This is an optimization exercise on Yosys and OpenROAD, whose aim is small area, a short achievable clock period and few clock cycles, not a production implementation. Only simulation tests tie the RTL to the original design; equivalence was not proved. Power figures rest on the tool's default switching activity, not on a simulated workload.

// milestone1
module milestone1 (
		input logic CLOCK_50_I,
		input logic resetn,
		output logic SRAM_we_n,
		output logic [17:0] SRAM_address,
		output logic [15:0] SRAM_write_data,
		input logic [15:0] SRAM_read_data,
		input logic M1_enable,
		output logic M1_finish
);
localparam logic [17:0] U_OFFSET = 18'd38400,
	  V_OFFSET = 18'd57600,
	  RGB_OFFSET = 18'd146944;
logic        run;
logic        we;                    
assign SRAM_we_n = ~we;
logic        p0, p1, p2, p3, p4;    
logic        wr_ok;                 
logic [7:0]  m;                     
logic [15:0] yaddr;                 
logic [17:0] waddr;
logic        par;                   
logic [14:0] uvw;                   
assign par = yaddr[0];
assign uvw = yaddr[15:1] + 15'd2;
logic [7:0]  qu [0:5];
logic [7:0]  qv [0:5];
logic [7:0]  ulb;
logic [15:0] vb;
logic [7:0]  ylo, py;               
logic [8:0]  s1r, s2r, s3r;         
logic [8:0]  fha, fhb;              
logic        fhc;                   
logic [8:0]  pur, pvr;              
logic [7:0]  b0;
logic [10:0] tra, trb, tga, tgb, tba, tbb;    
logic        trc, tgc, tbc;         
logic [7:0] w0, w1, w2, w3, w4, w5;
assign w0 = p2 ? qv[0] : qu[0];
assign w1 = p2 ? qv[1] : qu[1];
assign w2 = p2 ? qv[2] : qu[2];
assign w3 = p2 ? qv[3] : qu[3];
assign w4 = p2 ? qv[4] : qu[4];
assign w5 = p2 ? qv[5] : qu[5];
logic m0, m1, m157, m158, m159;
assign m0 = (m == 8'd0);
assign m1 = (m == 8'd1);
assign m157 = (m == 8'd157);
assign m158 = (m == 8'd158);
assign m159 = (m == 8'd159);
logic [7:0] fa, fb, fc, fd, fe, ff;
always_comb begin
	fc = w2;
	fa = m0 ? w2 : m1 ? w1 : w0;
	fb = m0 ? w2 : w1;
	fd = m159 ? w2 : w3;
	fe = m159 ? w2 : m158 ? w3 : w4;
  ...
For scale: about 1800 cells after synthesis, about 55 I/O pins.
==> flow/config.mk <==
export PLATFORM = sky130hd
export DESIGN_NAME = milestone1
export DESIGN_NICKNAME = milestone1
export VERILOG_FILES = /design/flow/design.v
export SDC_FILE = /design/flow/constraint.sdc
export NUM_CORES = 4
export LEC_CHECK = 0
export CAP_MARGIN = 20
export CORE_MARGIN = 2
export CORE_UTILIZATION = 60
export CTS_CLUSTER_DIAMETER = 100
export CTS_CLUSTER_SIZE = 25
export PLACE_DENSITY = 0.75
export SLEW_MARGIN = 20
export SYNTH_HIERARCHICAL = 1
export SYNTH_MINIMUM_KEEP_SIZE = 0
export TNS_END_PERCENT = 10
==> flow/constraint.sdc <==
create_clock -name core_clock -period 14.0 [get_ports {CLOCK_50_I}]
set_input_delay 2.8000 -clock core_clock [delete_from_list [all_inputs] [get_ports {CLOCK_50_I}]]
set_output_delay 2.8000 -clock core_clock [all_outputs]
set_load 0.01 [all_outputs]
standard.sh (not shown) runs the stock make flow with config.mk's settings and CLKGATE_MAP_FILE= SYNTH_SCRIPT=/design/flow/synth_recipe.tcl, a recipe that flattens the netlist after the stock synthesis.
==> flow/flow/run.sh <==
#!/bin/bash
# Standard layout, with repair_timing asked for extra setup margin so that the
# optimiser works on paths well inside the design's clock period.
# Each step's full output goes to a log file of its own in this folder.
set -euo pipefail
MARGIN=${MARGIN:-10.3}
bash standard.sh synth > synth.log 2>&1
bash standard.sh SETUP_SLACK_MARGIN=$MARGIN finish > layout.log 2>&1
Testbench counts at the start, summed over its fixed seeds: cycles 1,536,240.
==> next run, changes <==
Settings changed: CORE_UTILIZATION 60 to 40, PLACE_DENSITY 0.75 to 0.6, TNS_END_PERCENT 10 to default.
Result: Flip-flop and latch count does not change. Worst setup slack loses 0.045 ns. Via count is lower by 4.6%. Global-route usage goes down by 8.1 points. Synthesized area is unchanged. Sequential power is about the same. Power grows by 3.2%. Routed wire length came out higher by 0.57%. Cell count grows by 9.4%.
==> next run, changes <==
--- a/flow/flow/run.sh
+++ b/flow/flow/run.sh
@@ -6 +6 @@
-MARGIN=${MARGIN:-10.3}
+MARGIN=${MARGIN:-10.1}
Settings changed: CORE_UTILIZATION 40 to 60, PLACE_DENSITY 0.6 to 0.75.
After rerunning: The new run completed with no timing, DRC or antenna violations. Register-to-register slack is worse by 0.25 ns. Power went down by 2.7%. Final area went down by 2.1%. Core utilization went up by 21 points. Sequential power stays flat. Global-route usage went up by 8.2 points. Cell count went down by 10%. Area after synthesis stays the same. Via count went up by 2.5%.
==> next run, changes <==
--- a/flow/flow/run.sh
+++ b/flow/flow/run.sh
@@ -6 +6 @@
-MARGIN=${MARGIN:-10.1}
+MARGIN=${MARGIN:-10.3}
Settings changed: CTS_BUF_LIST from default to sky130_fd_sc_hd__clkbuf_8, CTS_CLUSTER_DIAMETER 100 to 60, CTS_CLUSTER_SIZE 25 to 16.
Result:
- routed wire length is higher by 1.1%
- first-iteration DRC count rises by about 2.6%
- final cell count is higher by 0.84%
- total power rises by 3.0%
- synthesized area is unchanged
- die area does not change
- design area came out higher by 0.59%
- worst hold slack is worse by 0.023 ns
- via count hardly moves
- flip-flop and latch count does not change

---

== alpha ==
Starting RTL as in the previous note.
## milestone1
module milestone1 (
		input logic CLOCK_50_I,
		input logic resetn,
		output logic SRAM_we_n,
		output logic [17:0] SRAM_address,
		output logic [15:0] SRAM_write_data,
		input logic [15:0] SRAM_read_data,
		input logic M1_enable,
		output logic M1_finish
);
export LEC_CHECK = 0
export CAP_MARGIN = 20
export CORE_MARGIN = 2
export CORE_UTILIZATION = 60
export CTS_CLUSTER_DIAMETER = 100
export CTS_CLUSTER_SIZE = 25
export PLACE_DENSITY = 0.75
export SLEW_MARGIN = 20
export SYNTH_HIERARCHICAL = 1
export SYNTH_MINIMUM_KEEP_SIZE = 0
create_clock -name core_clock -period 14.0 [get_ports {CLOCK_50_I}]
==> flow/flow/run.sh <==
#!/bin/bash
# Standard layout, with repair_timing asked for extra setup margin so that the
# optimiser works on paths well inside the design's clock period.
# Each step's full output goes to a log file of its own in this folder.
set -euo pipefail
MARGIN=${MARGIN:-10.5}
bash standard.sh synth > synth.log 2>&1
bash standard.sh SETUP_SLACK_MARGIN=$MARGIN finish > layout.log 2>&1
Testbench counts of alpha, summed over its fixed seeds: cycles 1,536,240.
> inputs changed (alpha -> beta)
# alpha
export LEC_CHECK = 0
export CAP_MARGIN = 20
export CORE_MARGIN = 2
export CORE_UTILIZATION = 60
export CTS_CLUSTER_DIAMETER = 100
export CTS_CLUSTER_SIZE = 25
export PLACE_DENSITY = 0.75
export SLEW_MARGIN = 20
export SYNTH_HIERARCHICAL = 1
export SYNTH_MINIMUM_KEEP_SIZE = 0
create_clock -name core_clock -period 14.0 [get_ports {CLOCK_50_I}]
# beta
export LEC_CHECK = 0
export CAP_MARGIN = 20
export CORE_MARGIN = 2
export CORE_UTILIZATION = 60
export CTS_CLUSTER_DIAMETER = 80
export CTS_CLUSTER_SIZE = 30
export PLACE_DENSITY = 0.75
export SLEW_MARGIN = 20
export SYNTH_HIERARCHICAL = 1
export SYNTH_MINIMUM_KEEP_SIZE = 0
create_clock -name core_clock -period 14.0 [get_ports {CLOCK_50_I}]
diff --git a/flow/flow/run.sh b/flow/flow/run.sh
--- a/flow/flow/run.sh
+++ b/flow/flow/run.sh
@@ -4,5 +4,5 @@
 # Each step's full output goes to a log file of its own in this folder.
 set -euo pipefail
-MARGIN=${MARGIN:-10.5}
+MARGIN=${MARGIN:-10.3}
 bash standard.sh synth > synth.log 2>&1
 bash standard.sh SETUP_SLACK_MARGIN=$MARGIN finish > layout.log 2>&1
==> notes.md <==
- Across alpha and beta, the outcome is the same: a clean finish for every run.
- Sort alpha and beta by minimum clock period after layout asc -> top: alpha
- Taking alpha as the reference, in beta wire length on met1 now smaller, proportion of synthesized flip-flops having asynchronous set or reset held steady.
- Relative to alpha, share of total power in the clock network has gone up in beta.
- Run comparison: alpha top routing layer in use met5; beta top routing layer in use met4
- Diff alpha -> beta | worst setup margin | decrease of 0.028 ns
- The final area on alpha is in line with that on beta.
diff inputs: beta => gamma
# beta
export LEC_CHECK = 0
export CAP_MARGIN = 20
export CORE_MARGIN = 2
export CORE_UTILIZATION = 60
export CTS_CLUSTER_DIAMETER = 80
export CTS_CLUSTER_SIZE = 30
export PLACE_DENSITY = 0.75
export SLEW_MARGIN = 20
export SYNTH_HIERARCHICAL = 1
export SYNTH_MINIMUM_KEEP_SIZE = 0
create_clock -name core_clock -period 14.0 [get_ports {CLOCK_50_I}]
# gamma
export LEC_CHECK = 0
export CAP_MARGIN = 20
export CORE_MARGIN = 2
export CORE_UTILIZATION = 70
export CTS_CLUSTER_DIAMETER = 100
export CTS_CLUSTER_SIZE = 25
export PLACE_DENSITY = 0.85
export SLEW_MARGIN = 20
export SYNTH_HIERARCHICAL = 1
export SYNTH_MINIMUM_KEEP_SIZE = 0
create_clock -name core_clock -period 14.0 [get_ports {CLOCK_50_I}]
Findings:
Looking at routability congestion estimate across gamma and beta, the one that comes out lower is beta.
For routed length on met2, dividing the value from gamma by the value from beta gives 1.14.
Growth of design area from synthesis to finish: higher on beta
Input changes introduced in delta (baseline for comparison: gamma):
# gamma
export LEC_CHECK = 0
export CAP_MARGIN = 20
export CORE_MARGIN = 2
export CORE_UTILIZATION = 70
export CTS_CLUSTER_DIAMETER = 100
export CTS_CLUSTER_SIZE = 25
export PLACE_DENSITY = 0.85
export SLEW_MARGIN = 20
export SYNTH_HIERARCHICAL = 1
export SYNTH_MINIMUM_KEEP_SIZE = 0
create_clock -name core_clock -period 14.0 [get_ports {CLOCK_50_I}]
# delta
export LEC_CHECK = 0
export CAP_MARGIN = 20
export CORE_MARGIN = 2
export CORE_UTILIZATION = 40
export CTS_CLUSTER_DIAMETER = 100
export CTS_CLUSTER_SIZE = 25
export PLACE_DENSITY = 0.6
export SLEW_MARGIN = 20
export SYNTH_HIERARCHICAL = 1
export SYNTH_MINIMUM_KEEP_SIZE = 0
create_clock -name core_clock -period 14.0 [get_ports {CLOCK_50_I}]
diff --git a/flow/flow/run.sh b/flow/flow/run.sh
--- a/flow/flow/run.sh
+++ b/flow/flow/run.sh
@@ -4,5 +4,5 @@
 # Each step's full output goes to a log file of its own in this folder.
 set -euo pipefail
-MARGIN=${MARGIN:-10.3}
+MARGIN=${MARGIN:-10}
 bash standard.sh synth > synth.log 2>&1
 bash standard.sh SETUP_SLACK_MARGIN=$MARGIN finish > layout.log 2>&1
Notes after the runs:
- Looking at cell at the slowest stage of the critical path, the dfrtp_1 result is from gamma; the dfxtp_1 one comes from delta.
- The met2 usage in global routing of delta is lower than that of gamma.
- On die footprint, gamma beats delta.
- | width of the die | higher: delta |

[static timing again, ports no longer ideal]
No port has a modelled driver above. Below, the same layouts with a new extraction and two added sets of constraints. Step 1, drivers: a clkbuf_16 drives CLOCK_50_I and a buf_2 each remaining input, both assumed. Step 2 times the ports against the registers' clock, not the clock port: input delays grow and output delays shrink by t, the midpoint of the rising clock arrivals with the driver on. a / b / c = no drivers / after step 1 / after step 2; a / b = the first two.
run | t (ns) | slack for setup (ns) | slew at the worst register clock pin (ns) | worst data-port slew with drivers (ns)
the first run of note 1 | 0.581 | 10.118 / 10.067 / 10.143 | 0.10 / 0.10 | 0.04
the second run of note 1 | 0.613 | 10.074 / 10.016 / 10.118 | 0.10 / 0.10 | 0.07
the third run of note 1 | 0.589 | 10.117 / 10.060 / 10.151 | 0.10 / 0.10 | 0.04
the fourth run of note 1 | 0.663 | 10.039 / 9.989 / 10.145 | 0.11 / 0.11 | 0.04
alpha | 0.586 | 10.121 / 10.070 / 10.145 | 0.11 / 0.11 | 0.05
beta | 0.613 | 10.093 / 10.037 / 10.163 | 0.11 / 0.11 | 0.04
gamma | 0.591 | 10.098 / 10.045 / 10.156 | 0.11 / 0.11 | 0.04
delta | 0.613 | 10.039 / 9.980 / 10.133 | 0.10 / 0.10 | 0.07
After both steps setup and hold are still met in every run listed.
